From an optimization exercise on the open Yosys and OpenROAD flow, aimed at small area and a short achievable clock period; shortcuts taken in it are not production practice.
The RTL was checked by simulation tests, not by an equivalence proof against the original design.
Power is estimated from default activity; no workload was simulated.

$ cat design/flow/design.v
`timescale 1ns/1ps
module mac(
    input wire clk,
    input wire rst,
    input wire signed [31:0] in_a,
    input wire signed [31:0] in_b,
    output wire signed [31:0] out_a,
    output wire signed [31:0] out_b,
    output wire signed [63:0] out_c
);
  wire signed [63:0] mul;
  wire signed [63:0] add;
  d_ff_32 d1 (.d(in_a), .clk(clk), .rst(rst), .q(out_a));
  d_ff_32 d2 (.d(in_b), .clk(clk), .rst(rst), .q(out_b));
  assign mul = in_a * in_b;        
  assign add = out_c + mul;        
  d_ff_64 d3 (.d(add), .clk(clk), .rst(rst), .q(out_c));
endmodule
module d_ff_32(
    input wire signed [31:0] d,
    input wire clk,
    input wire rst,
    output reg signed [31:0] q
);
    always @(posedge clk) begin
        if (rst)
            q <= 0;
        else
            q <= d;
    end
endmodule
module d_ff_64(
    input wire signed [63:0] d,
    input wire clk,
    input wire rst,
    output reg signed [63:0] q
);
    always @(posedge clk) begin
        if (rst)
            q <= 0;
        else
            q <= d;
    end
endmodule
`timescale 1ns / 1ps
module systolic_array(
    input [31:0] a1,a2,a3,
    input [31:0] b1,b2,b3,
    input rst, clk,
    output [63:0] c1,c2,c3,c4,c5,c6,c7,c8,c9
    );
    wire [31:0] m1h,m2h,m1v,m2v,m3v,m4h,m4v,m5h,m5v,m6v,m3h,m6h,m7v,m7h,m8h,m8v,m9h,m9v,b2d,b3d,b33d,a2d,a3d,a33d;
    mac m1(.clk(clk),.rst(rst),.in_a(a1),.in_b(b1),.out_a(m1h),.out_b(m1v),.out_c(c1));
    d_ff d1(.d(b2),.clk(clk),.rst(rst),.q(b2d));
    mac m2(.clk(clk),.rst(rst),.in_a(m1h),.in_b(b2d),.out_a(m2h),.out_b(m2v),.out_c(c2));
    d_ff d2(.d(b3),.clk(clk),.rst(rst),.q(b3d));
    d_ff d3(.d(b3d),.clk(clk),.rst(rst),.q(b33d));
    mac m3(.clk(clk),.rst(rst),.in_a(m2h),.in_b(b33d),.out_a(m3h),.out_b(m3v),.out_c(c3));
    d_ff d4(.d(a2),.clk(clk),.rst(rst),.q(a2d));  
    mac m4(.clk(clk),.rst(rst),.in_a(a2d),.in_b(m1v),.out_a(m4h),.out_b(m4v),.out_c(c4));    
    mac m5(.clk(clk),.rst(rst),.in_a(m4h),.in_b(m2v),.out_a(m5h),.out_b(m5v),.out_c(c5));    
    mac m6(.clk(clk),.rst(rst),.in_a(m5h),.in_b(m3v),.out_a(m6h),.out_b(m6v),.out_c(c6)); 
    d_ff d5(.d(a3),.clk(clk),.rst(rst),.q(a3d));  
    d_ff d6(.d(a3d),.clk(clk),.rst(rst),.q(a33d));  
    mac m7(.clk(clk),.rst(rst),.in_a(a33d),.in_b(m4v),.out_a(m7h),.out_b(m7v),.out_c(c7));    
    mac m8(.clk(clk),.rst(rst),.in_a(m7h),.in_b(m5v),.out_a(m8h),.out_b(m8v),.out_c(c8));    
    mac m9(.clk(clk),.rst(rst),.in_a(m8h),.in_b(m6v),.out_a(m9h),.out_b(m9v),.out_c(c9));
endmodule
module d_ff(
    input wire signed [31:0] d,
    input wire clk,
    input wire rst,
    output reg signed [31:0] q
);
    always @(posedge clk) begin
        if (rst)
            q <= 0;
        else
            q <= d;
    end
endmodule
$ cat design/flow/run.sh
#!/bin/bash
# synth_recipe.tcl (not shown) runs the flow's synth.tcl, then flattens the netlist and writes it again
# the make line also repeats each setting of config.mk as NAME=value (left out here)
make -C /OpenROAD-flow-scripts/flow DESIGN_CONFIG=/design/flow/config.mk WORK_HOME=/design/flow/orfs CLKGATE_MAP_FILE= SYNTH_SCRIPT=/design/flow/synth_recipe.tcl finish
$ cat design/flow/config.mk
export PLATFORM = sky130hd
export DESIGN_NAME = systolic_array
export DESIGN_NICKNAME = systolic_array
export VERILOG_FILES = /design/flow/design.v
export SDC_FILE = /design/flow/constraint.sdc
export NUM_CORES = 8
export LEC_CHECK = 0
export CAP_MARGIN = 20
export CORE_MARGIN = 2
export CORE_UTILIZATION = 40
export PLACE_DENSITY = 0.6
export SLEW_MARGIN = 20
$ cat design/flow/constraint.sdc
create_clock -name core_clock -period 12.0 [get_ports {clk}]
set_input_delay 2.4000 -clock core_clock [delete_from_list [all_inputs] [get_ports {clk}]]
set_output_delay 2.4000 -clock core_clock [all_outputs]
set_load 0.01 [all_outputs]
==> results.toml <==
[global_routing]
grt_usage_pct = 25.5
grt-ovfl-total = 0
grt_pass1_wl_um = 1910000
grt_max_degree = 185
antenna_found_initial = 131
grt_pass1_vias = 313000

[clocking]
cts_hold_buf = 0
cts_root_buf = "clkbuf_16"
cts_max_level = 4
cts_tree = "built"
cts-resized-gates = 0
clockBufferDepth = 4
cts.clk_slew.worst_paths_ns = 0.06
cts_buffers = 187
cts_setup_buffers = 0
clock-sinks = 1152
insertion_delay_ns = 0.96

[floorplanning]
core.rowCount = 362
die_h_um = 992
core_um2 = 972000
start_util_pct = 40.2
dieArea_um2 = 984000
io-pin-count = 770
die_x_um = 992

[timing]
drv_slew = 0
fin_worst_skew_ns = 0.105
final-setup-viol-count = 0
timing.slew.headroom_pct = 5.65
hold_violations = 0
period_minus_slack_ns = 10.77
rsz0062_at_grt = "false"
worstMarginPinSlew_ns = 1.41
min_period_over_period_pct = 89.8
tns_ns = 0
fmax_ghz = 0.0928
setup_slack_ns = 1.23

[power_and_ir_drop]
intPower_mw = 53.1
power_switching_mw = 71.1
pwr-share-comb_pct = 90.0
powerDensity_nw_per_um2 = 296
leakagePower_nw = 213
p_sw_share_pct = 57.2
pwr-share-clk_pct = 5.0
p_seq_share_pct = 5.1
vdd_drop_max_mv = 2.16

[final_layout]
drive_above_1_share_pct = 3.11
fillers = 94300
multi_input_area_um2 = 318000
seqCellArea_um2 = 23200
syn2layout_area_growth_pct = 7.59
nets = 54100

[synthesis]
ys_seq_area_share_pct = 5.91
ys_seq_elements = 1152
yosysMostFrequentCell = "inv_1"
ys.flop_type = "dfxtp_1"
synth_top_area_share_pct = 55.8
syn-num-nets = 54400
synthTopCellsByCount = "inv_1 (11.2k), fa_1 (10.9k), nand2_1 (5196)"
syn_inst = 41400
synthArstFlopShare_pct = 0
synth-edff-count = 0
syn_area_per_cell_um2 = 9.44
syn_area_um2 = 390000
ys_types = 99
synthTopCellsByArea = "fa_1 (56%), inv_1 (11%), and2_1 (6.6%)"
ys_warn_count = 3
yosys.area.top_type = "fa_1"

[placement]
dp_slack_ns = 0.466
gp_congestion = 0.928
dp_hpwl_um = 1000000
portBuffers = 769

[drt]
drc = 0
firstDrtPassIters = 6
drt-initial-drc-count = 17900
vias = 274000
wl_per_cell_um = 22.4
antenna_left = 0
routed_via_density = 5.02
wl_um = 1220000

[setup_path]
crit_family = "adder cells"
timing.rr.end = "m3.d3.q[58]"
startpoint = "b1[8]"
rrSetupSlack_ns = 2.07
crit_arrival_ns = 11.54
cp_max_fo = 18
slowest_stage = "clkdlybuf4s50_1"
crit_required_ns = 12.76
crit_top_cell = "fa_1"
worstSetupPathType = "in2reg"
cpPeakStageDelay_ns = 1.10
critPathBufInv = 6
r2r_cells = 23
r2r_start = "m2.d1.q[31]"
start_kind = "primary input"
end_kind = "flop"

[worst_hold_path]
hold_end = "d6.q[7]"
whs_path_depth = 1
hold_path.class = "reg2reg"
hold_start = "d5.q[7]"

[run_status]
status = "timing/DRC/antenna clean"

[job]
drv_cap = 0
## cell families (layout without fill, tap and decap cells)
family                     after synthesis  after routing  synth area share, %
xor gates and xnor gates               603            603                 1.35
other                                    0            413                    0
AOI/OAI and AO/OA                     1905           1905                 3.17
adders and majority gates            12900          12900                 62.1
and+or+nand+nor                      11600          11600                 14.6
DFF                                   1152           1152                 5.91
muxes                                   48             48                0.138
buffers and inverters                13200          13100                 12.7
## area by class of cell
type                       count  share of cell area [%]
tap                        12900                    3.85
inverter                   11300                    10.1
timing repair buffer        1479                    3.13
antenna                      413                   0.246
sequential                  1152                    5.52
clock inverter                98                   0.331
clock buffer                 242                    1.24
multi-input combinational  27000                    75.6
## cell usage in the layout (no fill, tap or decap), types with 698 or more instances in the layout
cell,Yosys,final
buf_4,0,703
inv_1,11200,11200
nor2b_1,705,698
fa_1,10900,10900
clkdlybuf4s50_1,0,765
dfxtp_1,1152,1054
nand2_1,5196,5187
and2_1,4123,4123
ha_1,1962,1962
nor2_1,945,945
## through the flow
step | area [um^2] | power (mW) | std cells | hold slack, ns | utilization [%]
floorplan | 390000 | 86.4 | 41400 | 0.414 | -
global route | 420000 | 136 | 54500 | 0.452 | 43.2
CTS | 419000 | 124 | 54100 | 0.438 | 43.1
detailed placement | 412000 | 116 | 53800 | 0.425 | 42.4
finish | 420000 | 124 | 54500 | 0.434 | 43.2
global placement | 412000 | 117 | 53800 | 0.419 | 42.4
## worst max-delay path by stage
stage                  endpoint  slack (ns)  cells after the start
floorplan           m1.d3.q[61]        1.43                     27
global placement    m1.d3.q[52]       -0.02                     25
detailed placement  m1.d3.q[52]        0.47                     25
CTS                 m1.d3.q[52]        1.39                     25
global route        m1.d3.q[61]        1.13                     27
finish              m1.d3.q[52]        1.23                     25
## power by group through the flow
stage	combinational (mW)	clock [mW]	sequential [mW]
after floorplan	80.5	0	5.88
after global placement	110	0	6.42
after detailed placement	110	0	6.41
after CTS	112	6.37	6.34
after global routing	123	6.46	6.35
final	112	6.16	6.31
## sequential cells by signal (all words and copies together), names as in the netlist, 64 cells and up
signal,flops
m8.d3.q,64
m1.d3.q,64
m9.d3.q,64
m2.d3.q,64
m4.d3.q,64
m6.d3.q,64
m3.d3.q,64
m5.d3.q,64
m7.d3.q,64
## routing by layer
metal | global-route usage [%] | vias to the layer above | part of all wire [%]
met3 | 4.49 | 2164 | 7.4
met2 | 42.0 | 9661 | 47
met4 | 12.1 | 32 | 5.9
met1 | 32.9 | 145000 | 40
li1 | - | 116000 | -
met5 | 0 | - | 0.017

afterwards: timing with drivers on the ports:
How much do the figures lean on ideal ports? The routed layout below was timed once more, with nothing changed but the port constraints. Step 1 (the two cells are an assumption about what drives the block):
set clk [get_ports {clk}]
set_driving_cell -lib_cell sky130_fd_sc_hd__clkbuf_16 $clk
set_driving_cell -lib_cell sky130_fd_sc_hd__buf_2 [delete_from_list [all_inputs] $clk]
Step 2 adds t to the input delays and takes it off the output delays; t is the mean of the earliest and latest rising clock arrival at the registers after step 1. Input paths then give back, and output paths get back, about the clock's delay inside the block. Slacks: no drivers / after step 1 / after step 2; pairs: no drivers / after step 1.
t, ns: 1.065
slack for setup (ns): 1.225 / 1.325 / 0.261
hold slack, ns: 0.434 / 0.434 / 0.434
clock arrival spread, ns: 0.107 / 0.107
After both steps setup and hold are still met in this run. For this run, drivers alone change the setup slack by +0.100 ns; drivers and shift together by -0.964 ns.
